This design comes from an exercise in tuning for small area on the open sky130 flow, not from production work. Only simulation tests tie the RTL to the original design; equivalence was not proved. No activity file was given, so power comes from the tool's default toggle rates.

[flow/flow/run.sh]
#!/bin/bash
# Own layout flow: the standard ORFS flow (standard.sh) with
#  - synthesis through flow/my_synth.tcl, which is synth_recipe.tcl with an
#    area-oriented ABC script (flow/area.abc) and no adder extraction; the
#    script is tried with 8 deepsyn seeds and the seed giving the smallest
#    synthesized area is used for the layout,
#  - minimum-size port buffers, small clock buffers and no CTS dummy loads.
# Each make run writes its full logs under its WORK_HOME's logs/ folder
# (trial_N/ for the seed trials, orfs/ for the layout); make's own output
# goes to trial_N.log and flow_make.log.
set -euo pipefail
W=$PWD
SYN_ARGS=(SYNTH_SCRIPT=$W/flow/my_synth.tcl ABC_AREA=1 ADDER_MAP_FILE=)
SEED_BATCHES=("1 2 3 4" "5 6 7 8")
CTS="-sink_clustering_enable -repair_clock_nets -dont_use_dummy_load -buf_list {sky130_fd_sc_hd__clkbuf_1 sky130_fd_sc_hd__clkbuf_2 sky130_fd_sc_hd__clkbuf_4}"
[[ -f $W/flow/settings.sh ]] && source $W/flow/settings.sh

best_seed=1
best_area=
for batch in "${SEED_BATCHES[@]}"; do
  for s in $batch; do
    sed "s/SEED/$s/" $W/flow/area.abc > $W/area_$s.abc
    MY_ABC_SCRIPT=$W/area_$s.abc bash standard.sh WORK_HOME=$W/trial_$s \
      "${SYN_ARGS[@]}" synth > $W/trial_$s.log 2>&1 &
  done
  wait
done
for s in ${SEED_BATCHES[@]}; do
  f=$W/trial_$s/reports/sky130hd/calc_lab10/base/synth_stat.txt
  [[ -f $f ]] || continue
  a=$(grep "Chip area for module" $f | tail -1 | awk '{print $NF}')
  echo "seed $s: synth area $a" | tee -a $W/seeds.log
  if [[ -z "$best_area" ]] || awk "BEGIN{exit !($a < $best_area)}"; then
    best_area=$a; best_seed=$s
  fi
done
echo "using seed $best_seed ($best_area)" | tee -a $W/seeds.log

export MY_ABC_SCRIPT=$W/area_$best_seed.abc
bash standard.sh \
  "${SYN_ARGS[@]}" \
  "BUFFER_PORTS_ARGS=-buffer_cell sky130_fd_sc_hd__buf_1" \
  "CTS_ARGS=$CTS" \
  finish > $W/flow_make.log 2>&1
grep "Chip area for module" $W/orfs/reports/sky130hd/calc_lab10/base/synth_stat.txt | tee -a $W/seeds.log
[flow/flow/area.abc]
strash
balance
resub -K 6
rewrite
resub -K 6 -N 2
refactor -z
resub -K 8
rewrite -z
resub -K 10 -N 2 -z
balance
&get -n
&deepsyn -T 60 -S SEED
&put
dch -f
amap
[flow/flow/my_synth.tcl]
# The standard flow's synthesis (synth_recipe.tcl) with an area-oriented ABC script:
# the abc call of ORFS's synth.tcl gets the script in MY_ABC_SCRIPT.
proc synth {args} { yosys synth -nofsm -noshare {*}$args }
proc abc {args} {
  set i [lsearch -exact $args -script]
  if { $i >= 0 && [info exists ::env(MY_ABC_SCRIPT)] } {
    lset args [expr {$i + 1}] $::env(MY_ABC_SCRIPT)
  }
  yosys abc {*}$args
}
source $::env(SCRIPTS_DIR)/synth.tcl
# left out here: clear keep_hierarchy, flatten, clean up, hide names made inside functions, write 1_2_yosys.v
[flow/flow/settings.sh]
SEED_BATCHES=("1")
CTS="-sink_clustering_enable -repair_clock_nets -dont_use_dummy_load -buf_list {sky130_fd_sc_hd__clkbuf_8} -sink_clustering_size 40 -sink_clustering_max_diameter 300"
[flow/standard.sh]
#!/bin/bash
# synth_recipe.tcl (not shown) runs the flow's synth.tcl, then flattens the netlist and writes it again
# the make line also repeats each setting of config.mk as NAME=value (left out here)
make -C /OpenROAD-flow-scripts/flow DESIGN_CONFIG=/design/flow/config.mk WORK_HOME=/design/flow/orfs CLKGATE_MAP_FILE= SYNTH_SCRIPT=/design/flow/synth_recipe.tcl "${@:-finish}"
[flow/config.mk]
export PLATFORM = sky130hd
export DESIGN_NAME = calc_lab10
export DESIGN_NICKNAME = calc_lab10
export VERILOG_FILES = /design/flow/design.v
export SDC_FILE = /design/flow/constraint.sdc
export NUM_CORES = 4
export LEC_CHECK = 0
export CAP_MARGIN = 20
export CORE_MARGIN = 2
export CORE_UTILIZATION = 40
export SLEW_MARGIN = 20
[flow/constraint.sdc]
create_clock -name core_clock -period 20.0 [get_ports {clk}]
set_input_delay 4.0000 -clock core_clock [delete_from_list [all_inputs] [get_ports {clk}]]
set_output_delay 4.0000 -clock core_clock [all_outputs]
set_load 0.01 [all_outputs]
[flow/design.v]
module calc_lab10(
        input [15:0] sw,
        input btnC, btnD, btnU, clk,
        output [15:0] led,
        output [6:0] seg,
        output [3:0] an,
        output dp
    );
    reg [7:0] A, R;
    reg [18:0] P;       
    reg [1:0] S;        
    wire [7:0] X = sw[7:0];
    wire [3:0] op = sw[11:8];
    wire arith = ~|op[3:1];
    wire o_sub = arith & op[0];
    reg [3:0] T;    
    always @* begin
        case (op)
            4'd0: T = 4'b0110;
            4'd1: T = 4'b1001;
            4'd2: T = 4'b1000;
            4'd3: T = 4'b1110;
            4'd4: T = 4'b0110;
            default: T = 4'b1100;
        endcase
    end
    wire [8:0] c;
    assign c[0] = o_sub;
    wire [7:0] alu;
    genvar i;
    generate for (i = 0; i < 8; i = i + 1) begin : bits
        wire b = A[i] ^ o_sub;
        assign c[i+1] = arith & ((X[i] & b) | (c[i] & (X[i] | b)));
        assign alu[i] = T[{X[i], A[i]}] ^ c[i];
    end endgenerate
    wire z = ~|P[17:0];
    wire fb = P[18] ^ P[4] ^ P[1] ^ P[0] ^ z;
    wire wrap = P[18] & z;                   
    always @(posedge clk, posedge btnC) begin
        if (btnC) begin
            A <= 8'd0; R <= 8'd0; P <= 19'd0; S <= 2'd0;
        end else begin
            if (btnD) A <= X;
            if (btnU) R <= alu;
            P <= {P[17:0], fb};
            if (wrap) S <= S + 2'd1;
        end
    end
    assign led = {R, A};
    assign dp = 1'b1;
    assign an = ~(4'b0001 << S);
    wire neg = R[7];
    wire [7:0] t;                            
    assign t[0] = 1'b0;
    generate for (i = 1; i < 8; i = i + 1) begin : nz
        assign t[i] = t[i-1] | R[i-1];
    end endgenerate
    wire [7:0] M = R ^ ({8{neg}} & t);       
    function [11:0] bcd8(input [7:0] v);
        integer k;
        reg [11:0] b;
        begin
            b = 12'd0;
            for (k = 7; k >= 0; k = k - 1) begin
                if (b[3:0] > 4'd4) b[3:0] = b[3:0] + 4'd3;
                if (b[7:4] > 4'd4) b[7:4] = b[7:4] + 4'd3;
                b = {b[10:0], v[k]};
            end
            bcd8 = b;
        end
    endfunction
    wire [11:0] dec = bcd8(M);
    reg [3:0] d;
    always @* begin
        case (S)
            2'd0: d = sw[15] ? M[3:0] : dec[3:0];
            2'd1: d = sw[15] ? M[7:4] : dec[7:4];
            2'd2: d = sw[15] ? 4'd0 : dec[11:8];
            default: d = 4'd0;
        endcase
    end
    reg [6:0] pat;
    always @* begin
        case (d)
            4'h0: pat = 7'b1000000;
            4'h1: pat = 7'b1111001;
            4'h2: pat = 7'b0100100;
            4'h3: pat = 7'b0110000;
            4'h4: pat = 7'b0011001;
            4'h5: pat = 7'b0010010;
            4'h6: pat = 7'b0000010;
            4'h7: pat = 7'b1111000;
            4'h8: pat = 7'b0000000;
            4'h9: pat = 7'b0010000;
            4'hA: pat = 7'b0001000;
            4'hB: pat = 7'b0000011;
            4'hC: pat = 7'b1000110;
            4'hD: pat = 7'b0100001;
            4'hE: pat = 7'b0000110;
            default: pat = 7'b0001110;
        endcase
    end
    assign seg = (neg && S == 2'd3) ? 7'b0111111 : pat;
endmodule
==> results of run 1 <==
==> final timing paths <==
path,end,slack (ps),cells after the start
worst max register to register,R[7],17070,17
min in group asynchronous,P[6],3780,3
worst min register to register,P[16],360,0
worst min-delay path,P[16],360,0
worst max-delay path,seg[5],9540,30
max in group asynchronous,R[4],15890,3
==> state kept, by name, summed over array words and instances (netlist names) <==
register and flops:
P 19, S 2, A 8, R 8
==> metal layers <==
layer,up-vias,global-route usage,share of wire
met2,52,0.2757,0.44
met5,-,0,0
met3,6,0.04419,0.048
met1,959,0.2435,0.50
met4,0,0.05000,0.0096
li1,1122,-,-
==> cell families after synthesis <==
| logic type | synth area share |
|---|---|
| buffers and inverters | 0.07126 |
| other | 0.001736 |
| AO/OA/AOI/OAI | 0.2845 |
| flip-flops | 0.4287 |
| AND/OR/NAND/NOR | 0.2138 |
==> layout make-up <==
class,instances,share of cell area
multi-input cells,209,0.4372
flip-flops and latches,37,0.3749
repair buffers,44,0.06839
inverters,37,0.05623
well taps,70,0.03546
clock buffers,5,0.02786
==> cells in the mapped netlist, types with 2 or more instances <==
master	number
a211oi_1	3
a21oi_1	23
a221oi_1	4
a31oi_1	8
buf_4	2
clkinv_1	37
dfrtp_1	37
nand2_1	30
nand3_1	2
nor2_1	54
nor2b_1	5
nor3_1	9
nor4_1	4
o211ai_1	2
o21a_1	2
o21ai_0	28
o221ai_1	2
o22ai_1	12
o31ai_1	5
o32a_1	3
o32ai_1	2
==> power by group <==
group / total [mW] / internal (mW) / leakage (nW) / switching [mW]
Combinational: 0.0980 / 0.0333 / 0.448 / 0.0647
Clock: 0.0456 / 0.0224 / 0.0359 / 0.0231
Sequential: 0.0829 / 0.0785 / 0.421 / 0.00440
Total: 0.226 / 0.134 / 0.905 / 0.0923
==> metrics by stage <==
step                instances  setup slack [ps]    util
finish                    402              9535  0.4775
global route              402              8658  0.4775
CTS                       402              9547  0.4775
detailed placement        397              9882  0.4642
global placement          397              9913  0.4642
floorplan                 285             10390       -
==> run notes, run 1 <==
Status = timing/DRC/antenna clean
CP endpoint kind = output pin
Peak VDD IR = 0.04862 mV
CTS clock-pin slew for the worst setup and hold paths = 80 ps
Die W = 77.48 um
Worst flop-to-flop path startpoint = A[1]
Sequential standard cell area = 925.9 um2
WP data arrival = 6460 ps
Core area = 5172 um2
Initial antenna violation count = 0
Asr flop ratio synth = 1.000
CP top delay family = compound AO/OA/AOI/OAI gates
CP dominant cell by count = nor2_1
Final setup fails = 0
Routed len/inst = 12.21 um
Die height = 77.48 um
Layout cells sized above 1 = 0.01807
EDFF count, synth = 0
Gpl congestion = 0.9283
CTS tree = yes
Final Net Count = 354
Final ANT Viol Nets = 0
Synth warn = 1
Synthesized area = 2160 um2
Buf+Inv Stages, Crit Path = 2
Most frequent cells in the layout = nor2_1, buf_1, dfrtp_1, clkinv_1, nand2_1
Largest area contributor in the synthesized netlist = dfrtp_1
Postcts setup bufs = 0
Total congestion overflow = 0
Worst path slowest cell = nor3_1
Hold Fails Final Rpt = 0
Fmax = 0.09556 GHz
Vias = 2,139
WL final = 4909 um
# fillers = 522
Distinct cells, synth = 32
Crit path max fanout = 6
Prevailing post-synth register cell = dfrtp_1
Root Buffer = clkbuf_8
Power Dens Cells = 91.67 nW/um2
First-pass GRT wire length = 8714 um
Worst Setup Start Kind = register
Least-Margin Pin Slew = 687.9 ps
Placed cell area = 2401 um2
Area of the multi-input gates = 1080 um2
# resized after CTS = 0
Via density = 5.321
Hold Path Origin = P[15]
Max-slew violations = 0
Post-synthesis sequential area ratio = 0.4287
ANT cells = 0
Worst Clk Skew = 16.06 ps
Commonest non-fill, non-tap cell in the layout = nor2_1
H-tree Lvls = 2
RSZ-0062 raised after global routing = no
Row count = 26
#FFs+latches synth = 37
Number of port buffers = 43
Detailed placement HPWL = 3842 um
Tmin final = 10,460 ps
Max stage delay on crit path = 560 ps
Critical Setup Path Class = register to output pin
Vias in the first global route = 1,939
Post-CTS Hold Buffers = 0
Area delta synth->final = 14.37%
Residual DRC = 0
Die footprint = 6002 um2
GRT Util Overall = 0.1764
Starting density of the core = 0.4175
Hold_ws = 356.5 ps
Drt first-iter violations = 87
Hold/Removal Path Class = register to register
WP data required = 16,000 ps
Clk sink count = 37
Final Power = 226.4 uW
Area share of the largest cell type after synthesis = 0.4287
Largest net degree at the start of global routing = 38
Final period util = 0.5232
CP startpoint = R[0]
Design Area, Final = 2470 um2
Cell count after synthesis = 285
Setup TNS = 0 ps
Worst slew margin = 0.5365
IO Count = 48
CTS buffer count = 5
MaxCap Viol Count = 0
Clock tree buffer depth = 2
Area contributors post-synth = dfrtp_1, nor2_1, o21ai_0, clkinv_1, a21oi_1
Later-pin clock latency in the skew report = 290 ps
DRT Pass-1 Iters = 4
Syn avg cell area = 7.577 um2
Leak Pwr = 0.9050 nW
Synthesized Nets = 305
==> inputs of run 2 (changes only) <==
--- a/flow/flow/run.sh
+++ b/flow/flow/run.sh
@@ -13,6 +13,7 @@
 SYN_ARGS=(SYNTH_SCRIPT=$W/flow/my_synth.tcl ABC_AREA=1 ADDER_MAP_FILE=)
 SEED_BATCHES=("1 2 3 4" "5 6 7 8")
 CTS="-sink_clustering_enable -repair_clock_nets -dont_use_dummy_load -buf_list {sky130_fd_sc_hd__clkbuf_1 sky130_fd_sc_hd__clkbuf_2 sky130_fd_sc_hd__clkbuf_4}"
+EXTRA=()
 [[ -f $W/flow/settings.sh ]] && source $W/flow/settings.sh
 
 best_seed=1
@@ -41,5 +42,6 @@
   "${SYN_ARGS[@]}" \
   "BUFFER_PORTS_ARGS=-buffer_cell sky130_fd_sc_hd__buf_1" \
   "CTS_ARGS=$CTS" \
+  "${EXTRA[@]}" \
   finish > $W/flow_make.log 2>&1
 grep "Chip area for module" $W/orfs/reports/sky130hd/calc_lab10/base/synth_stat.txt | tee -a $W/seeds.log
==> flow/flow/settings.sh (replaced) <==
SEED_BATCHES=("1")
EXTRA=(CORE_UTILIZATION=65)
==> run notes, run 2 <==
Status = timing/DRC/antenna clean
MaxCap Viol Count = 0
Most frequent cells in the layout = nor2_1, buf_1, dfrtp_1, clkinv_1, nand2_1
Die W = 61.64 um
Setup TNS = 0 ps
Max FFs per register = 19
Worst flop-to-flop path startpoint = A[1]
CP endpoint kind = output pin
Largest net degree at the start of global routing = 38
PnR worst setup slack = 9212 ps
Vias in the first global route = 1,977
Buf+Inv Stages, Crit Path = 2
CP dominant cell by count = nor2_1
CTS clock-pin slew for the worst setup and hold paths = 100 ps
Cell count after synthesis = 285
Via density = 5.894
Worst Setup Start Kind = register
# fillers = 260
Die height = 61.64 um
EDFF count, synth = 0
Worst Clk Skew = 28.35 ps
WP data arrival = 6790 ps
Critical path depth = 30
Synth Area in XOR/XNOR = 0
DRT Pass-1 Iters = 5
Hold/Removal Path Class = register to register
# resized after CTS = 0
Residual DRC = 0
Final Net Count = 354
Tmin final = 10,790 ps
Commonest cells post-synth = nor2_1, clkinv_1, dfrtp_1
Hold Path Sink = P[16]
Routed len/inst = 13.18 um
Design Area, Final = 2406 um2
Gpl congestion = 0.8962
Most frequent cell after synthesis = nor2_1
Simple-gate area share of the yosys netlist = 0.2138
Number of port buffers = 43
Hold path cells = 0
CP top delay family = compound AO/OA/AOI/OAI gates
Asr flop ratio synth = 1.000
Final ANT Viol Nets = 0
Area contributors post-synth = dfrtp_1, nor2_1, o21ai_0, clkinv_1, a21oi_1
FF-to-FF path depth = 17
Peak VDD IR = 0.07059 mV
Synth warn = 1
Final Power = 216.8 uW
Final setup fails = 0
Final Util = 0.7754
First-pass GRT wire length = 8183 um
H-tree Lvls = 2
Critical Setup Path Class = register to output pin
Least-Margin Pin Slew = 735.9 ps
Total congestion overflow = 0
WL final = 4957 um
Later-pin clock latency in the skew report = 350 ps
Max-slew violations = 0
Initial antenna violation count = 0
Distinct cells, synth = 32
Hold Path Origin = P[15]
Vias = 2,216
ANT cells = 0
Worst path slowest cell = nor3_1
Post-synthesis compound-gate area fraction = 0.2845
WP data required = 16,000 ps
Max stage delay on crit path = 570 ps
Post-CTS Hold Buffers = 0
Detailed placement HPWL = 3782 um
Starting density of the core = 0.6960
Area delta synth->final = 11.41%
Postcts setup bufs = 0
Synthesized area = 2160 um2
RSZ-0062 raised after global routing = no
Reg-to-Reg End = R[7]
Largest area contributor in the synthesized netlist = dfrtp_1
Clock tree buffer depth = 2
Synthesized Nets = 305
Clk sink count = 37
Layout cells sized above 1 = 0.01807
CTS tree = yes
Final period util = 0.5394
Die footprint = 3799 um2
Worst R2R Setup Slack = 16,900 ps
Root Buffer = clkbuf_4
Post-synthesis sequential area ratio = 0.4287
Post-synthesis mux area share = 0
Leak Pwr = 0.8921 nW
IO Count = 48
Top flop regs = P x19, A x8, R x8
Drt first-iter violations = 213
Pre-CTS setup slack = 9737 ps
Area share of the largest cell type after synthesis = 0.4287
Biggest register = P
Crit path max fanout = 6
Post-synthesis adder-cell area fraction = 0
Commonest non-fill, non-tap cell in the layout = nor2_1
Core area = 3103 um2
Row count = 20
Syn avg cell area = 7.577 um2
GRT Util Overall = 0.2926
Worst slew margin = 0.5042
Hold Fails Final Rpt = 0
Largest family of logic cells by synthesized area = compound AO/OA/AOI/OAI gates
Prevailing post-synth register cell = dfrtp_1
Placed cell area = 2369 um2
#FFs+latches synth = 37
CTS buffer count = 5
Power Dens Cells = 90.10 nW/um2
CP startpoint = R[1]
Fmax = 0.09269 GHz
[run 2: cell types whose count changed in the layout (fill, tap and decap cells not counted)]
cell      change
clkbuf_4      +5
clkbuf_8      -5
[run 2: metal layers]
metal / track usage / share of wire / up-vias
met5: 0 / 0 / -
met4: 0.07295 / 0.0097 / 0
met3: 0.05672 / 0.064 / 7
met2: 0.5353 / 0.49 / 91
met1: 0.3534 / 0.44 / 1006
li1: - / - / 1112
[run 2: worst max-delay path by stage]
stage	end	slack (ps)
after floorplan	seg[0]	10390
after detailed placement	seg[5]	9740
final	seg[5]	9210
after global placement	seg[0]	9890
after global routing	seg[5]	8480
after CTS	seg[5]	9340
[run 2: through the flow]
stage	cells	hold slack, ps
final	376	372.6
after global routing	376	383.0
after CTS	376	374.1
after detailed placement	371	361.1
after global placement	371	354.4
after floorplan	285	345.6
[run 2: layout make-up]
| class | instances | area [um2] | share of cell area |
|---|---|---|---|
| tap | 44 | 55.05 | 0.02288 |
| multi-input combinational | 209 | 1080 | 0.4488 |
| sequential | 37 | 925.9 | 0.3848 |
| inverter | 37 | 138.9 | 0.05772 |
| clock buffer | 5 | 37.54 | 0.01560 |
| timing repair buffer | 44 | 168.9 | 0.07020 |
[run 2: kinds of logic (layout without fill, tap and decap cells)]
family	count (synthesis)	in the layout
and+or+nand+nor	109	109
DFF	37	37
AOI/OAI and AO/OA	99	99
other	1	1
buffers and inverters	39	86
[run 2: power breakdown]
group	internal (mW)	switching [mW]	leakage [nW]	total, mW
registers	0.0784	0.00460	0.421	0.0830
clock network	0.0117	0.0223	0.0230	0.0340
logic	0.0333	0.0665	0.448	0.0997
total	0.123	0.0934	0.892	0.217
[run 2: worst reg2reg max path, stage by stage (launching register included)]
cell	delay (ps)
dfrtp_1	420
clkinv_1	90
nor2_1	50
o32ai_1	360
nor2_1	100
o21ai_0	260
and2_0	220
nor2_1	90
o21ai_0	290
nor2_1	80
a31oi_1	180
nor2b_1	250
o31a_1	180
nor3_1	60
nor2_1	120
a21oi_1	50
nor2_1	130
a21oi_1	60
==> inputs of run 3 (changes only) <==
==> flow/flow/settings.sh (replaced) <==
SEED_BATCHES=("1")
CTS="-sink_clustering_enable -repair_clock_nets -dont_use_dummy_load -buf_list {sky130_fd_sc_hd__clkbuf_4 sky130_fd_sc_hd__clkbuf_8}"
EXTRA=(CORE_UTILIZATION=65)
==> run notes, run 3 <==
Hold Fails Final Rpt = 0
EDFF count, synth = 0
Design Area, Final = 2406 um2
Post-synthesis mux area share = 0
Tmin final = 10,790 ps
Met2 Use GR = 0.5353
GRT Util Overall = 0.2926
WL final = 4957 um
Residual DRC = 0
Area delta synth->final = 11.41%
CP endpoint kind = output pin
Max stage delay on crit path = 570 ps
Met1 usage = 0.3534
Drt first-iter violations = 213
Largest family of logic cells by synthesized area = compound AO/OA/AOI/OAI gates
CTS tree = yes
Synth warn = 1
H-tree Lvls = 2
Setup TNS = 0 ps
Final Util = 0.7754
Simple-gate area share of the yosys netlist = 0.2138
# resized after CTS = 0
#FFs+latches synth = 37
Prevailing post-synth register cell = dfrtp_1
Commonest non-fill, non-tap cell in the layout = nor2_1
Area share of the largest cell type after synthesis = 0.4287
Worst slew margin = 0.5042
Most frequent cell after synthesis = nor2_1
Die W = 61.64 um
CP dominant cell by count = nor2_1
RSZ-0062 raised after global routing = no
Asr flop ratio synth = 1.000
PnR worst setup slack = 9212 ps
Post-CTS Hold Buffers = 0
Largest net degree at the start of global routing = 38
Area contributors post-synth = dfrtp_1, nor2_1, o21ai_0, clkinv_1, a21oi_1
Leak Pwr = 0.8921 nW
Placed cell count = 371
Synth Area in XOR/XNOR = 0
CTS clock-pin slew for the worst setup and hold paths = 100 ps
Final Net Count = 354
WP data arrival = 6790 ps
ANT cells = 0
Crit path max fanout = 6
Vias = 2,216
Worst Clk Skew = 28.35 ps
Critical Setup Path Class = register to output pin
Fmax = 0.09269 GHz
WP data required = 16,000 ps
Syn avg cell area = 7.577 um2
Top flop regs = P x19, A x8, R x8
Post-synthesis adder-cell area fraction = 0
Final ANT Viol Nets = 0
Layout cells sized above 1 = 0.01807
Peak VDD IR = 0.07059 mV
Via density = 5.894
CTS buffer count = 5
Worst Setup Start Kind = register
Worst path slowest cell = nor3_1
Busiest grt layer = met2
Placed cell area = 2369 um2
Post-synthesis sequential area ratio = 0.4287
Gpl congestion = 0.8962
Distinct cells, synth = 32
MaxCap Viol Count = 0
Least-Margin Pin Slew = 735.9 ps
Synthesized Nets = 305
Cell count after synthesis = 285
Row count = 20
Largest area contributor in the synthesized netlist = dfrtp_1
Total congestion overflow = 0
Commonest cells post-synth = nor2_1, clkinv_1, dfrtp_1
Post-synthesis compound-gate area fraction = 0.2845
Hold/Removal Path Class = register to register
Biggest register = P
Clock tree buffer depth = 2
IO Count = 48
Most frequent cells in the layout = nor2_1, buf_1, dfrtp_1, clkinv_1, nand2_1
Number of port buffers = 43
Status = timing/DRC/antenna clean
Power Dens Cells = 90.10 nW/um2
M3 GR Usage = 0.05672
Pre-CTS setup slack = 9737 ps
Die footprint = 3799 um2
Final period util = 0.5394
Starting density of the core = 0.6960
Max-slew violations = 0
Postcts setup bufs = 0
Clk sink count = 37
Max FFs per register = 19
Routed len/inst = 13.18 um
Detailed placement HPWL = 3782 um
First-pass GRT wire length = 8183 um
Synthesized area = 2160 um2
Die height = 61.64 um
Later-pin clock latency in the skew report = 350 ps
Vias in the first global route = 1,977
Root Buffer = clkbuf_4
Final non-filler cell total = 376
Core area = 3103 um2
DRT Pass-1 Iters = 5
Final setup fails = 0
Initial antenna violation count = 0
[run 3: cell counts in the layout (fill, tap and decap cells not counted)]
Identical to the previous run, type by type.
[run 3: final timing paths]
path | to | slack [ps] | cells after the start | startpoint
worst max-delay path | seg[5] | 9210 | 30 | R[1]
worst min-delay path | P[16] | 370 | 0 | P[15]
worst max register to register | R[7] | 16900 | 17 | A[1]
worst min register to register | P[16] | 370 | 0 | P[15]
max in group asynchronous | A[5] | 15970 | 3 | btnC
min in group asynchronous | P[3] | 3680 | 3 | btnC
[run 3: routing by layer]
metal / part of all wire / up-vias
met5: 0 / -
met4: 0.0097 / 0
met3: 0.064 / 7
met2: 0.49 / 91
met1: 0.44 / 1006
li1: - / 1112
[run 3: final cells by class]
type | count | area (um2)
Timing Repair Buffer | 44 | 168.9
Fill cell | 260 | 696.9
Tap cell | 44 | 55.05
Multi-Input combinational cell | 209 | 1080
Clock buffer | 5 | 37.54
Sequential cell | 37 | 925.9
Inverter | 37 | 138.9
[run 3: worst max-delay path: cells and delay by family (launching register included)]
family                 cells  cell delay, ps
AO/OA/AOI/OAI             14            3230
flip-flops                 1             450
buffers and inverters      2             360
AND/OR/NAND/NOR           14            2420
[run 3: metrics by stage]
step	total power, mW	hold slack (ps)
2_1_floorplan	0.1570	345.6
3_3_place_gp	0.1786	354.4
3_5_place_dp	0.1822	361.1
4_1_cts	0.2156	374.1
5_1_grt	0.2333	383.0
6_report	0.2168	372.6
[run 3: power by group]
part	internal [mW]	leakage [nW]	switching, mW
Sequential	0.0784	0.421	0.00460
Clock	0.0117	0.0230	0.0223
Combinational	0.0333	0.448	0.0665
[run 3: kinds of logic after synthesis]
logic type,count (synthesis)
flops,37
buf+inv,39
other cells,1
compound gates,99
simple gates,109
==> inputs of run 4 (changes only) <==
--- a/flow/flow/run.sh
+++ b/flow/flow/run.sh
@@ -2,19 +2,19 @@
 # Own layout flow: the standard ORFS flow (standard.sh) with
 #  - synthesis through flow/my_synth.tcl, which is synth_recipe.tcl with an
 #    area-oriented ABC script (flow/area.abc) and no adder extraction; the
-#    script is tried with 8 deepsyn seeds and the seed giving the smallest
+#    script is tried with 12 deepsyn seeds and the seed giving the smallest
 #    synthesized area is used for the layout,
-#  - minimum-size port buffers, small clock buffers and no CTS dummy loads.
+#  - minimum-size port buffers, small clock buffers and no CTS dummy loads,
+#  - 65% core utilization.
 # Each make run writes its full logs under its WORK_HOME's logs/ folder
 # (trial_N/ for the seed trials, orfs/ for the layout); make's own output
 # goes to trial_N.log and flow_make.log.
 set -euo pipefail
 W=$PWD
 SYN_ARGS=(SYNTH_SCRIPT=$W/flow/my_synth.tcl ABC_AREA=1 ADDER_MAP_FILE=)
-SEED_BATCHES=("1 2 3 4" "5 6 7 8")
+SEED_BATCHES=("1 2 3 4" "5 6 7 8" "9 10 11 12")
 CTS="-sink_clustering_enable -repair_clock_nets -dont_use_dummy_load -buf_list {sky130_fd_sc_hd__clkbuf_1 sky130_fd_sc_hd__clkbuf_2 sky130_fd_sc_hd__clkbuf_4}"
-EXTRA=()
-[[ -f $W/flow/settings.sh ]] && source $W/flow/settings.sh
+EXTRA=(CORE_UTILIZATION=65)
 
 best_seed=1
 best_area=
removed: flow/flow/settings.sh
==> run notes, run 4 <==
EDFF count, synth = 0
Tmin final = 11,230 ps
Residual DRC = 0
Layout cells sized above 1 = 0.02786
Comb power frac = 0.446
Final Util = 0.7754
Die footprint = 3763 um2
Synth warn = 1
Max-slew violations = 0
Clock share of power = 0.161
Gpl congestion = 0.8743
Area share of the largest cell type after synthesis = 0.4333
Later-pin clock latency in the skew report = 340 ps
Area contributors post-synth = dfrtp_1, nor2_1, clkinv_1, o21ai_0, a21oi_1
MaxCap Viol Count = 0
# resized after CTS = 0
Vias in the first global route = 1,786
Largest net degree at the start of global routing = 38
Die W = 61.34 um
Sequential standard cell area = 925.9 um2
WP data arrival = 7230 ps
Initial antenna violation count = 0
Setup TNS = 0 ps
Worst path slowest cell = dfrtp_1
Core area = 3103 um2
Post-CTS Hold Buffers = 0
Hold_ws = 355.3 ps
Status = timing/DRC/antenna clean
Starting density of the core = 0.6887
NetSw = 85.86 uW
Final setup fails = 0
Worst slew margin = 0.6110
Post-synthesis sequential area ratio = 0.4333
Final period util = 0.5616
Clock tree buffer depth = 2
Detailed placement HPWL = 3644 um
# fillers = 269
Pint = 122.7 uW
Area of the multi-input gates = 1042 um2
Synthesized Nets = 293
Biggest register = P
Row count = 20
Most frequent cells in the layout = nor2_1, buf_1, clkinv_1, dfrtp_1, o21ai_0
Root Buffer = clkbuf_4
Largest area contributor in the synthesized netlist = dfrtp_1
CTS buffer count = 5
Distinct cells, synth = 34
Final ANT Viol Nets = 0
Number of port buffers = 43
#FFs+latches synth = 37
Asr flop ratio synth = 1.000
Flop pwr share = 0.393
Max FFs per register = 19
Worst Setup Start Kind = register
Synthesized area = 2137 um2
WP data required = 16,000 ps
Final Net Count = 345
Hold Fails Final Rpt = 0
Top flop regs = P x19, A x8, R x8
Syn avg cell area = 7.828 um2
Vias = 2,156
Least-Margin Pin Slew = 581.4 ps
Critical Setup Path Class = register to output pin
CP dominant cell by count = nor2_1
Routed len/inst = 12.74 um
Max stage delay on crit path = 430 ps
First-pass GRT wire length = 7334 um
H-tree Lvls = 2
DRT Pass-1 Iters = 4
Leak Pwr = 0.8871 nW
Clk sink count = 37
IO Count = 48
ANT cells = 0
Via density = 5.875
Hold/Removal Path Class = register to register
Cell count after synthesis = 273
Peak VDD IR = 0.06204 mV
Prevailing post-synth register cell = dfrtp_1
WL final = 4677 um
CP endpoint kind = output pin
Fmax = 0.08902 GHz
Die height = 61.34 um
Area delta synth->final = 12.59%
Postcts setup bufs = 0
Total congestion overflow = 0
CTS tree = yes
Commonest cells post-synth = nor2_1, clkinv_1, dfrtp_1
Worst Clk Skew = 26.94 ps
RSZ-0062 raised after global routing = no
CTS clock-pin slew for the worst setup and hold paths = 120 ps
Crit path max fanout = 5
Drt first-iter violations = 87
Net Sw Frac = 0.4117
Commonest non-fill, non-tap cell in the layout = nor2_1
GRT Util Overall = 0.2709
Power Dens Cells = 86.68 nW/um2
Most frequent cell after synthesis = nor2_1
[run 4: changes by cell type after synthesis, moves of 3 or more]
cell | before | now
a221oi_1 | 4 | 7
nor2_1 | 54 | 44
clkinv_1 | 37 | 41
nor3_1 | 9 | 5
nand2_1 | 30 | 26
a31oi_1 | 8 | 5
[run 4: worst paths after layout]
check                               to  start  depth (start not counted)  slack (ps)
worst max register to register    R[7]   A[1]                         14       16530
min in group asynchronous         P[1]   btnC                          3        3690
worst min-delay path             P[16]  P[15]                          0         360
worst max-delay path            seg[5]   R[1]                         39        8770
max in group asynchronous         R[2]   btnC                          3       15940
worst min register to register   P[16]  P[15]                          0         360
[run 4: per-stage QoR]
step | std cells | worst slack [ps] | instance area, um2 | power, mW
after global routing | 367 | 7692 | 2406 | 0.2248
after CTS | 367 | 8794 | 2406 | 0.2094
final | 367 | 8767 | 2406 | 0.2086
after detailed placement | 362 | 9194 | 2369 | 0.1759
after global placement | 362 | 9466 | 2369 | 0.1733
after floorplan | 273 | 9847 | 2137 | 0.1523
[run 4: kinds of logic after synthesis]
family | synth area share
other cells | 0.001755
flops | 0.4333
compound gates | 0.2951
buf+inv | 0.07904
simple gates | 0.1909
[run 4: critical path, delay by kind of cell (launching register included)]
kind            cells  cell delay [ps]
flops               1              430
buf+inv             7             1010
compound gates     14             3080
simple gates       18             2410
[run 4: area by class of cell]
class | count | area share
Clock buffer | 5 | 0.01560
Multi-Input combinational cell | 193 | 0.4332
Tap cell | 44 | 0.02288
Sequential cell | 37 | 0.3848
Timing Repair Buffer | 47 | 0.07956
Inverter | 41 | 0.06396
[run 4: layer usage]
layer,wire (um),GRT usage
met5,0,0
met4,85,0.1155
met3,285,0.06723
met2,2274,0.4650
met1,2032,0.3263
[run 4: power groups by stage]
| stage | logic [mW] | registers, mW | clock network (mW) |
|---|---|---|---|
| finish | 0.0930 | 0.0819 | 0.0336 |
| global route | 0.106 | 0.0825 | 0.0367 |
| CTS | 0.0929 | 0.0819 | 0.0346 |
| detailed placement | 0.0925 | 0.0833 | 0 |
| global placement | 0.0902 | 0.0831 | 0 |
| floorplan | 0.0679 | 0.0844 | 0 |
==> inputs of run 5 (changes only) <==
==> flow/flow/run.sh (replaced) <==
#!/bin/bash
# Own layout flow: the standard ORFS flow (standard.sh) with
#  - synthesis through flow/my_synth.tcl, which is synth_recipe.tcl with an
#    area-oriented ABC script (flow/area.abc), no adder extraction and no
#    _0 cell variants,
#  - minimum-size port buffers, small clock buffers and no CTS dummy loads,
#  - 65% core utilization.
# The ABC script's deepsyn step is tried with 12 seeds, each taken through
# placement (trial_N/); the seed whose placed design has the smallest cell
# area is then laid out in full (orfs/).
# Each make run writes its full logs under its WORK_HOME's logs/ folder;
# make's own output goes to trial_N.log and flow_make.log.
set -euo pipefail
W=$PWD
SEED_BATCHES=("1 2 3 4" "5 6 7 8" "9 10 11 12")
ARGS=(SYNTH_SCRIPT=$W/flow/my_synth.tcl ABC_AREA=1 ADDER_MAP_FILE=
  "BUFFER_PORTS_ARGS=-buffer_cell sky130_fd_sc_hd__buf_1"
  "CTS_ARGS=-sink_clustering_enable -repair_clock_nets -dont_use_dummy_load -buf_list {sky130_fd_sc_hd__clkbuf_1 sky130_fd_sc_hd__clkbuf_2 sky130_fd_sc_hd__clkbuf_4}"
  CORE_UTILIZATION=65)

best_seed=
best_area=
for batch in "${SEED_BATCHES[@]}"; do
  for s in $batch; do
    sed "s/SEED/$s/" $W/flow/area.abc > $W/area_$s.abc
    MY_ABC_SCRIPT=$W/area_$s.abc bash standard.sh WORK_HOME=$W/trial_$s \
      "${ARGS[@]}" place > $W/trial_$s.log 2>&1 &
  done
  wait || true
done
for s in ${SEED_BATCHES[@]}; do
  odb=$W/trial_$s/results/sky130hd/calc_lab10/base/3_place.odb
  [[ -f $odb ]] || { echo "seed $s: no placement" | tee -a $W/seeds.log; continue; }
  a=$(ODB=$odb openroad -no_init -exit $W/flow/cellarea.tcl 2> /dev/null | awk '/^CELLAREA/{print $2}')
  [[ -n "$a" ]] || continue
  echo "seed $s: placed cell area $a" | tee -a $W/seeds.log
  if [[ -z "$best_area" ]] || awk "BEGIN{exit !($a < $best_area)}"; then
    best_area=$a; best_seed=$s
  fi
done
best_seed=${best_seed:-1}
echo "using seed $best_seed ($best_area)" | tee -a $W/seeds.log

export MY_ABC_SCRIPT=$W/area_$best_seed.abc
bash standard.sh "${ARGS[@]}" finish > $W/flow_make.log 2>&1
ODB=$W/orfs/results/sky130hd/calc_lab10/base/6_final.odb openroad -no_init -exit $W/flow/cellarea.tcl 2> /dev/null | tee -a $W/seeds.log
==> flow/flow/cellarea.tcl (new file) <==
# prints the standard-cell area (um2) of an odb, leaving out tap cells
read_db $::env(ODB)
set a 0
foreach inst [[ord::get_db_block] getInsts] {
  set m [$inst getMaster]
  if { [string match *tapvpwrvgnd* [$m getName]] } { continue }
  set a [expr {$a + [$m getWidth] * [$m getHeight]}]
}
set dbu [[ord::get_db_tech] getDbUnitsPerMicron]
puts "CELLAREA [expr {$a / double($dbu * $dbu)}]"
==> flow/flow/my_synth.tcl (replaced) <==
proc synth {args} { yosys synth -nofsm -noshare {*}$args }
proc abc {args} {
  set i [lsearch -exact $args -script]
  if { $i >= 0 && [info exists ::env(MY_ABC_SCRIPT)] } {
    lset args [expr {$i + 1}] $::env(MY_ABC_SCRIPT)
  }
  foreach c {o21ai_0 a2111oi_0 a21boi_0 or2_0 and2_0 o311ai_0 einvn_0} {
    lappend args -dont_use sky130_fd_sc_hd__$c
  }
  yosys abc {*}$args
}
source $::env(SCRIPTS_DIR)/synth.tcl
# left out here: clear keep_hierarchy, flatten, clean up, hide names made inside functions, write 1_2_yosys.v
==> run notes, run 5 <==
EDFF count, synth = 0
Final setup fails = 0
Peak VDD IR = 0.06464 mV
Residual DRC = 0
DRT Pass-1 Iters = 4
Final Util = 0.7698
Area delta synth->final = 11.51%
CP top delay family = compound AO/OA/AOI/OAI gates
Biggest register = P
Top flop regs = P x19, A x8, R x8
Syn avg cell area = 7.569 um2
Most frequent cell after synthesis = nor2_1
Final period util = 0.5035
IO Count = 48
Postcts setup bufs = 0
Vias = 2,217
Final ANT Viol Nets = 0
Max-slew violations = 0
Synth warn = 1
Core area = 3103 um2
Tmin final = 10,070 ps
CTS buffer count = 5
CP startpoint = R[7]
CP dominant cell by count = nor2_1
Buf+Inv Stages, Crit Path = 5
Hold/Removal Path Class = register to register
Clk sink count = 37
Commonest non-fill, non-tap cell in the layout = nor2_1
Via density = 5.928
Critical Setup Path Class = register to output pin
Largest area contributor in the synthesized netlist = dfrtp_1
#FFs+latches synth = 37
CTS clock-pin slew for the worst setup and hold paths = 110 ps
H-tree Lvls = 2
# fillers = 267
Worst slew margin = 0.5228
Commonest cells post-synth = nor2_1, clkinv_1, dfrtp_1
Distinct cells, synth = 31
Worst Clk Skew = 31.53 ps
ANT cells = 0
Worst R2R Setup Slack = 17,000 ps
Hold Path Origin = P[15]
Area contributors post-synth = dfrtp_1, nor2_1, clkinv_1, o22ai_1, a21oi_1
GRT Util Overall = 0.3033
Asr flop ratio synth = 1.000
Most frequent cells in the layout = nor2_1, clkinv_1, buf_1, dfrtp_1, a21oi_1
Area share of the largest cell type after synthesis = 0.4322
Reg-to-Reg End = R[7]
# resized after CTS = 0
Least-Margin Pin Slew = 712.5 ps
Row count = 20
Power Dens Cells = 95.65 nW/um2
Cell count after synthesis = 283
Vias in the first global route = 1,925
WL final = 4973 um
WP data required = 16,000 ps
Status = timing/DRC/antenna clean
Prevailing post-synth register cell = dfrtp_1
Drt first-iter violations = 249
Die height = 61.41 um
Max stage delay on crit path = 440 ps
Root Buffer = clkbuf_4
CP endpoint kind = output pin
Hold Fails Final Rpt = 0
Worst Setup Start Kind = register
FF-to-FF path depth = 18
Gpl congestion = 0.8996
Worst flop-to-flop path startpoint = A[1]
Critical path depth = 31
Fmax = 0.09930 GHz
Final Power = 228.5 uW
Starting density of the core = 0.6903
Die W = 61.41 um
CTS tree = yes
Largest net degree at the start of global routing = 38
Clock tree buffer depth = 2
Detailed placement HPWL = 3784 um
WP data arrival = 6070 ps
Number of port buffers = 43
Routed len/inst = 13.30 um
Layout cells sized above 1 = 0.01818
Max FFs per register = 19
RSZ-0062 raised after global routing = no
Final Net Count = 352
CP Capture Point = seg[0]
Synthesized Nets = 303
Leak Pwr = 0.8836 nW
Initial antenna violation count = 0
Synthesized area = 2142 um2
Post-synthesis sequential area ratio = 0.4322
Die footprint = 3771 um2
Total congestion overflow = 0
MaxCap Viol Count = 0
Crit path max fanout = 6
Post-CTS Hold Buffers = 0
Setup TNS = 0 ps
Later-pin clock latency in the skew report = 340 ps
First-pass GRT wire length = 8349 um
Worst path slowest cell = dfrtp_1
[run 5: how the worst min path moves through the flow]
stage               cells after the start    end  slack (ps)
floorplan                               0  P[17]         350
global placement                        0  P[17]         350
detailed placement                      0  P[17]         360
CTS                                     0  P[16]         350
global route                            0  P[16]         350
finish                                  0  P[16]         340
[run 5: layer usage]
metal  wire, um  global-route usage  share of wire  vias up
met5          0                   0              0        -
met4         57              0.1155          0.011        0
met1       2182              0.4030           0.44     1012
met2       2390              0.4863           0.48       91
li1           -                   -              -     1108
met3        343             0.07353          0.069        6
[run 5: area by class of cell]
| cell class | instances | area (um2) | share of cell area |
|---|---|---|---|
| Tap cell | 44 | 55.05 | 0.02305 |
| Multi-Input combinational cell | 197 | 1025 | 0.4290 |
| Sequential cell | 37 | 925.9 | 0.3876 |
| Inverter | 47 | 176.4 | 0.07386 |
| Timing Repair Buffer | 44 | 168.9 | 0.07072 |
| Clock buffer | 5 | 37.54 | 0.01572 |
[run 5: kinds of logic (layout without fill, tap and decap cells)]
family	count (synthesis)	count (layout)	share of synthesized area
AOI/OAI and AO/OA	100	100	0.2850
and+or+nand+nor	95	95	0.1875
buffers and inverters	49	96	0.08937
DFF	37	37	0.4322
other	1	1	0.001751
xor gates and xnor gates	1	1	0.004090
[run 5: per-stage QoR]
step | instance area [um2] | worst slack [ps] | hold WS (ps) | cells
final | 2389 | 9930 | 344.7 | 374
after floorplan | 2142 | 10620 | 345.6 | 283
after global placement | 2351 | 10060 | 349.8 | 369
after CTS | 2389 | 10010 | 350.5 | 374
after global routing | 2389 | 9202 | 348.8 | 374
after detailed placement | 2351 | 10070 | 355.1 | 369
[run 5: power breakdown]
part	switching, mW	internal, mW	leakage (nW)
logic	0.0735	0.0384	0.435
clock network	0.0224	0.0118	0.0230
registers	0.00409	0.0784	0.425

port drivers added, routing unchanged:
Ports are ideal in the flow. The routed layouts listed here were re-timed in OpenROAD.
Step 1 assumes that a clkbuf_16 drives the clock port and a buf_2 every other input.
Step 2 moves the port delays by t, midway between the first and last clock arrival at a register: inputs arrive t later, outputs are due t later. That takes back most of the time a late clock gives input paths.
Slacks: no drivers / after step 1 / after step 2; pairs: no drivers / after step 1.
run	t (ns)	setup slack, ns	latest minus earliest clock arrival (ns)
run 1	0.304	9.535 / 9.510 / 9.814	0.016 / 0.017
run 2	0.363	9.212 / 9.187 / 9.551	0.030 / 0.029
run 3	0.363	9.212 / 9.187 / 9.551	0.030 / 0.029
run 4	0.361	8.767 / 8.740 / 9.100	0.034 / 0.035
run 5	0.356	9.930 / 9.903 / 9.963	0.032 / 0.032
After both steps setup and hold are still met in every run listed.
